Source: an optimization exercise on an open RTL-to-GDS flow (aim: small area and a short achievable clock period). Production flows keep margins and buffers that such runs may drop. At most, simulation tests tie the RTL to the original design; equivalence was not proved. Power figures rest on the tool's default switching activity, not on a simulated workload.

Setup of the previous run:
## lampFPU_FMA
module lampFPU_FMA( clk,rst,
sign_op1_i,mant_op1_i,exp_op1_i,isZ_op1_i,isInf_op1_i, isSNAN_op1_i, isQNAN_op1_i,
sign_op2_i,mant_op2_i,exp_op2_i,isZ_op2_i,isInf_op2_i, isSNAN_op2_i, isQNAN_op2_i,
sign_op3_i,mant_op3_i,exp_op3_i,isInf_op3_i, isSNAN_op3_i, isQNAN_op3_i,
doFMU_i,is_mult_sub_i,is_add_sub_i,  
res_sign_o,res_mant_o, res_exp_o,
is_Overflow_o,is_Underflow_o,is_to_round_o,valid_o
);
Size in the first run: roughly 95 I/O pins, ~0.010 mm2 of cells after synthesis.
clock: 10.0 ns
lec_check: 0
abc_area: 1
cap_margin: 20
core_margin: 2
core_utilization: 40
cts_buf_list: sky130_fd_sc_hd__clkbuf_8
setup_slack_margin: 4
slew_margin: 20
tns_end_percent: 10
standard.sh (not shown) runs the stock make flow with config.mk's settings and CLKGATE_MAP_FILE= SYNTH_SCRIPT=/design/flow/synth_recipe.tcl, a recipe that flattens the netlist after the stock synthesis.
==> flow/flow/run.sh <==
#!/bin/bash
# Standard layout, except that the port buffers are buf_1 cells instead of
# the delay-cell buffers buffer_ports picks by default. Every port still gets a buffer.
set -euo pipefail
bash standard.sh BUFFER_PORTS_ARGS="-buffer_cell sky130_fd_sc_hd__buf_1" finish > standard_make.log 2>&1
For the current run, these inputs were changed with respect to the previous run:
-- flow/design.v --
<<< the previous run, line 220
logic        mult_sign, do_sub;
logic [23:0] op3_al;
logic [8:0]  exp_pre;
logic [8:0]  exp9_prod, exp9_op3;
>>> the current run, line 220
logic        mult_sign, do_sub;
logic [23:0] op3_al;
logic [47:0] op3_sh;
logic [8:0]  exp_pre;
logic [8:0]  exp9_prod, exp9_op3;
<<< the previous run, line 237
    align     = {2'b0, exp_prod} - {2'b0, exp_op3_i} + 11'd9;
    op3_only  = align[10];
    if (op3_only)
        op3_al = {9'b0, mant_op3_i, 7'b0};
    else if (align > 11'd23)
        op3_al = '0;
    else
        op3_al = {mant_op3_i, 16'b0} >> align[4:0];
    do_sub    = sign_op1_i ^ sign_op2_i ^ sign_op3_i ^ is_mult_sub_i ^ is_add_sub_i;
    exp_pre   = op3_only ? exp_op3_i : exp_prod;
    exp9_prod = {1'b0, exp_prod[7:0]} + 9'd9;
>>> the current run, line 238
    align     = {2'b0, exp_prod} - {2'b0, exp_op3_i} + 11'd9;
    op3_only  = align[10];
    do_sub    = sign_op1_i ^ sign_op2_i ^ sign_op3_i ^ is_mult_sub_i ^ is_add_sub_i;
    op3_sh    = {{24{do_sub}}, mant_op3_i ^ {8{do_sub}}, {16{do_sub}}} >> align[4:0];
    if (op3_only)
        op3_al = {9'b0, mant_op3_i, 7'b0};
    else if (align > 11'd23)
        op3_al = {24{do_sub}};
    else
        op3_al = op3_sh[23:0];
    exp_pre   = op3_only ? exp_op3_i : exp_prod;
    exp9_prod = {1'b0, exp_prod[7:0]} + 9'd9;
<<< the previous run, line 272
    end else begin
        prod_r     <= op3_only ? 16'b0 : prod;
        op3_r      <= op3_al ^ {24{do_sub & ~op3_only}};
        sub_r      <= do_sub & ~op3_only;
        exp_gt_r   <= ~align[10] & (align > 11'd9);
>>> the current run, line 274
    end else begin
        prod_r     <= op3_only ? 16'b0 : prod;
        op3_r      <= op3_al;
        sub_r      <= do_sub & ~op3_only;
        exp_gt_r   <= ~align[10] & (align > 11'd9);
<<< the previous run, line 294
logic [7:0]  exp_z;
logic [9:0]  exp_adj;            
logic        unf;
logic [11:0] mant_n;
>>> the current run, line 296
logic [7:0]  exp_z;
logic [9:0]  exp_adj;            
logic [7:0]  exp_hi, exp_hi_m1;   
logic [2:0]  exp_lo;             
logic        unf;
logic [11:0] mant_n;
<<< the previous run, line 324
    exp9     = exp9_r ^ 9'd9;
    exp_z    = exp9[7:0] - 8'd9;
    exp_adj  = {1'b0, exp9} - {5'b0, lz};
    unf      = ~sum_zero & exp_adj[9];
    mant_n   = {sum[24] & (lz == 5'd0), n5[31:22], |n5[21:17]};
>>> the current run, line 328
    exp9     = exp9_r ^ 9'd9;
    exp_z    = exp9[7:0] - 8'd9;
    exp_hi    = {1'b0, exp9[8:2]} - {5'b0, lz[4:2]};
    exp_hi_m1 = exp_hi - 8'd1;
    exp_lo    = {1'b0, exp9[1:0]} - {1'b0, lz[1:0]};
    exp_adj   = {exp_lo[2] ? exp_hi_m1 : exp_hi, exp_lo[1:0]};
    unf      = ~sum_zero & exp_adj[9];
    mant_n   = {sum[24] & (lz == 5'd0), n5[31:22], |n5[21:17]};
### Flow results
Compared with the previous run, the current run shows height of the die that has gone up slightly.
Between the current run and the previous run, it is the current run whose detailed-route vias per instance is higher, by 2.0%.
Taking the previous run as the reference, in the current run final critical delay including setup and external delays increased by 76 ps relative to the old numbers; global-route usage increased by 0.57 points relative to the old numbers; simple logic cell fraction of the synthesized area decreased by 0.93 points relative to the old numbers; mean routed wirelength per cell increased by about 6% relative to the old numbers.
After detailed routing, the previous run needs less wire than the current run.
Critical path depth: the current run and the previous run compared, higher one is the current run
Delta (the current run minus the previous run): summed area of non-filler cells in the final layout climbed 530 um2; non-clock buffer count climbed about 12%.
The previous run → the current run: buffering overhead up 1.4 points; multiplexer share of the synthesized area moved up.
Between the current run and the previous run, it is the current run whose transition time at the pin with the least slew margin is higher, by 72 ps.
Only the layout flow was run in the current run; the RTL was not checked for function there.

* * *

Starting RTL as in the previous note.
Settings: LEC_CHECK=0, ABC_AREA=1, CAP_MARGIN=20, CORE_MARGIN=2, CORE_UTILIZATION=40, SETUP_SLACK_MARGIN=4, SLEW_MARGIN=20; clock period 10.0 ns.
Scripts as last shown in full above: flow/flow/run.sh
Rerun with:
--- a/flow/design.v
+++ b/flow/design.v
@@ -290,12 +290,14 @@
 logic [31:0] n0, n1, n2, n3, n4, n5;
 logic [4:0]  lz;
 logic        sum_zero;
 logic [8:0]  exp9;
 logic [7:0]  exp_z;
 logic [9:0]  exp_adj;            
+logic [7:0]  exp_hi, exp_hi_m1;   
+logic [2:0]  exp_lo;             
 logic        unf;
 logic [11:0] mant_n;
 logic [7:0]  exp_n;
 always_comb begin
     mult_gt = exp_gt_r | (exp_eq_r & (prod_r[14:7] > (op3_r[14:7] ^ {8{sub_r}})));
     add_a = {9'b0, prod_r};
@@ -320,13 +322,16 @@
     lz[2] = ~|n2[31:28]; n3 = lz[2] ? {n2[27:0], 4'b0}  : n2;
     lz[1] = ~|n3[31:30]; n4 = lz[1] ? {n3[29:0], 2'b0}  : n3;
     lz[0] = ~n4[31];     n5 = lz[0] ? {n4[30:0], 1'b0}  : n4;
     sum_zero = ~|sum[23:0];
     exp9     = exp9_r ^ 9'd9;
     exp_z    = exp9[7:0] - 8'd9;
-    exp_adj  = {1'b0, exp9} - {5'b0, lz};
+    exp_hi    = {1'b0, exp9[8:2]} - {5'b0, lz[4:2]};
+    exp_hi_m1 = exp_hi - 8'd1;
+    exp_lo    = {1'b0, exp9[1:0]} - {1'b0, lz[1:0]};
+    exp_adj   = {exp_lo[2] ? exp_hi_m1 : exp_hi, exp_lo[1:0]};
     unf      = ~sum_zero & exp_adj[9];
     mant_n   = {sum[24] & (lz == 5'd0), n5[31:22], |n5[21:17]};
     exp_n    = sum_zero ? exp_z : (unf ? 8'b0 : exp_adj[7:0]);
 end
 always_ff @(posedge clk) begin
     if (rst) begin
=>
- The changed run completed without violations
- worst setup slack is worse by 0.22 ns
- area after synthesis is lower by 0.61%
- clock skew is about the same
- utilization increases by 4.0 points
- total power grows by 16%
Only the layout flow was run in the second run of this note; the RTL was not checked for function there.

* * *

Setup of before:
Another version of the RTL of lampFPU_FMA (not shown whole).
Size: roughly 1200 cells after synthesis, ~64 flip-flops, roughly 8900 um2 of cells after synthesis.
make LEC_CHECK=0 CAP_MARGIN=20 CORE_MARGIN=2 CORE_UTILIZATION=40 SLEW_MARGIN=20 finish   # period 10.0 ns
run.sh (not shown) runs the stock make flow with config.mk's settings and CLKGATE_MAP_FILE= SYNTH_SCRIPT=/design/flow/synth_recipe.tcl, a recipe that flattens the netlist after the stock synthesis.
Stock flow here: none of the scripts above is used.
before reached the end of the flow, and the finished layout is clean on the timing, DRC and antenna checks.
The following lists how after was set up differently from before:
diff --git a/flow/design.v b/flow/design.v
--- a/flow/design.v
+++ b/flow/design.v
@@ -215,25 +215,27 @@
 	endfunction    
 logic [15:0] prod;
 logic [8:0]  exp_prod;
 logic signed [10:0] align;       
 logic        op3_only;           
 logic        exp_gt, exp_eq;
 logic        mult_gt;            
 logic        mult_sign, do_sub;
 logic [23:0] op3_al;
 logic [8:0]  exp_pre;
 logic        sign_pre;
 logic        chk_valid, chk_inf, chk_nan, chk_sign, chk_spec;
-logic [24:0] sum, sum_r;         
+logic [15:0] prod_r;             
+logic [23:0] op3_r;              
+logic        inv_prod_r, sub_r;
 logic [7:0]  exp_r;
 logic        sign_r, force_ff_r, nan_r, ovf_r, noround_r, valid_r;
 always_comb begin
     mult_sign = sign_op1_i ^ sign_op2_i;
     prod      = mant_op1_i * mant_op2_i;
     exp_prod  = exp_op1_i + exp_op2_i - 9'd127;
     align     = $signed({2'b0, exp_prod}) - $signed({2'b0, exp_op3_i}) + 11'sd9;
     op3_only  = align < 0;
     exp_gt    = align > 9;
     exp_eq    = align == 9;
     mult_gt   = exp_gt | (exp_eq & (prod[14:7] > mant_op3_i));
     if (op3_only)
@@ -243,66 +245,72 @@
     else
         op3_al = {mant_op3_i, 16'b0} >> align[4:0];
     do_sub    = sign_op1_i ^ sign_op2_i ^ sign_op3_i ^ is_mult_sub_i ^ is_add_sub_i;
     exp_pre   = op3_only ? exp_op3_i : exp_prod;
     sign_pre  = mult_gt ? (mult_sign ^ is_mult_sub_i) : (sign_op3_i ^ is_add_sub_i);
     {chk_valid, chk_inf, chk_nan, chk_sign} = FUNC_calcInfNanRes(
         is_mult_sub_i, is_add_sub_i,
         isZ_op1_i, isInf_op1_i, isSNAN_op1_i, isQNAN_op1_i,
         isZ_op2_i, isInf_op2_i, isSNAN_op2_i, isQNAN_op2_i,
         mult_sign, sign_op3_i,
         isInf_op3_i, isSNAN_op3_i, isQNAN_op3_i);
     chk_spec  = chk_inf | chk_nan;
-    sum = {1'b0, {8{do_sub & ~mult_gt & ~op3_only}}, op3_only ? 16'b0 : (prod ^ {16{do_sub & ~mult_gt}})}
-        + {1'b0, op3_al ^ {24{do_sub & mult_gt & ~op3_only}}} + {24'b0, do_sub & ~op3_only};
 end
 always_ff @(posedge clk) begin
     if (rst) begin
-        sum_r      <= '0;
+        prod_r     <= '0;
+        op3_r      <= '0;
+        inv_prod_r <= 1'b0;
+        sub_r      <= 1'b0;
         exp_r      <= '0;
         sign_r     <= 1'b0;
         force_ff_r <= 1'b0;
         nan_r      <= 1'b0;
         ovf_r      <= 1'b0;
         noround_r  <= 1'b0;
         valid_r    <= 1'b0;
     end else begin
-        sum_r      <= sum;
+        prod_r     <= op3_only ? 16'b0 : (prod ^ {16{do_sub & ~mult_gt}});
+        op3_r      <= op3_al ^ {24{do_sub & mult_gt & ~op3_only}};
+        inv_prod_r <= do_sub & ~mult_gt & ~op3_only;
+        sub_r      <= do_sub & ~op3_only;
         exp_r      <= exp_pre[7:0];
         sign_r     <= chk_spec ? chk_sign : sign_pre;
         force_ff_r <= chk_spec | exp_pre[8];
         nan_r      <= chk_nan & ~chk_inf;
         ovf_r      <= ~chk_spec & exp_pre[8];
         noround_r  <= chk_spec | chk_valid;
         valid_r    <= doFMU_i;
     end
 end
+logic [24:0] sum;
 logic [31:0] n0, n1, n2, n3, n4, n5;
 logic [4:0]  lz;
 logic        sum_zero;
 logic signed [9:0] exp_adj;
 logic        unf;
 logic [11:0] mant_n;
 logic [7:0]  exp_n;
 always_comb begin
-    n0 = {sum_r[23:0], 8'b0};
+    sum = {1'b0, {8{inv_prod_r}}, prod_r} + {1'b0, op3_r} + {24'b0, sub_r};
+    n0 = {sum[23:0], 8'b0};
     lz[4] = ~|n0[31:16]; n1 = lz[4] ? {n0[15:0], 16'b0} : n0;
     lz[3] = ~|n1[31:24]; n2 = lz[3] ? {n1[23:0], 8'b0}  : n1;
     lz[2] = ~|n2[31:28]; n3 = lz[2] ? {n2[27:0], 4'b0}  : n2;
     lz[1] = ~|n3[31:30]; n4 = lz[1] ? {n3[29:0], 2'b0}  : n3;
     lz[0] = ~n4[31];     n5 = lz[0] ? {n4[30:0], 1'b0}  : n4;
     sum_zero = ~n5[31];
     exp_adj  = sum_zero ? $signed({2'b0, exp_r}) : $signed({2'b0, exp_r}) + 10'sd9 - $signed({5'b0, lz});
     unf      = exp_adj < 0;
-    mant_n   = {sum_r[24] & (lz == 5'd0), n5[31:22], |n5[21:17]};
+    mant_n   = {sum[24] & (lz == 5'd0), n5[31:22], |n5[21:17]};
     exp_n    = unf ? 8'b0 : exp_adj[7:0];
 end
 always_ff @(posedge clk) begin
     if (rst) begin
         res_sign_o     <= 1'b0;
         res_mant_o     <= '0;
         res_exp_o      <= '0;
         is_Overflow_o  <= 1'b0;
         is_Underflow_o <= 1'b0;
         is_to_round_o  <= 1'b0;
         valid_o        <= 1'b0;
     end else begin
==> comparison <==
after: done, clean on timing, DRC and antenna
Diff before -> after | total of plain and repair buffers excluding clock buffers | decrease of 49%
Diff before -> after: global-route usage over all layers lower; reported net switching power lower; first-iteration DRC count higher.
Between after and before, it is after whose relative area change from synthesis to final layout is lower, by 11 points.
In the reports for after and before, the smaller synthesized netlist cell count belongs to before.
Relative to before, maximum vdd ir drop has increased by 20% in after.
Compared with before, in after final critical delay including setup and external delays moved down; sequential power share moved up.
Function was not checked in any run of this note: the RTL went through the layout flow alone.

[static timing again, ports no longer ideal]
In the flow no input, the clock included, has a driving cell. The finished layouts below were timed again as built, in two steps.
Step 1: set_driving_cell puts a clkbuf_16 on clk and a buf_2 on each other input, an assumption about the parent block.
Step 2 adds t to the input delays and takes it off the output delays; t is the mean of the earliest and latest rising clock arrival at the registers after step 1. Input paths then give back, and output paths get back, about the clock's delay inside the block.
Three values: no drivers, after step 1, after step 2; two values: the first two.
run	t, ns	setup slack, ns	hold slack, ns	latest minus earliest clock arrival (ns)
the previous run	0.405	4.252 / 4.269 / 3.863	0.395 / 0.395 / 0.395	0.006 / 0.007
the current run	0.402	4.177 / 4.169 / 3.767	0.387 / 0.387 / 0.387	0.024 / 0.024
the first run of note 2	0.381	4.218 / 4.237 / 3.857	0.390 / 0.390 / 0.390	0.007 / 0.007
the second run of note 2	0.387	4.001 / 4.001 / 3.850	0.392 / 0.392 / 0.392	0.006 / 0.006
before	0.365	0.274 / 0.285 / -0.080	0.372 / 0.372 / 0.372	0.004 / 0.004
after	0.389	1.415 / 1.437 / 1.049	0.377 / 0.377 / 0.377	0.009 / 0.009
Met with ideal ports but missed after step 2: setup timing in before. The setup slack of the current run, which loses most, moves by -0.008 ns with the drivers and by -0.410 ns with both steps.
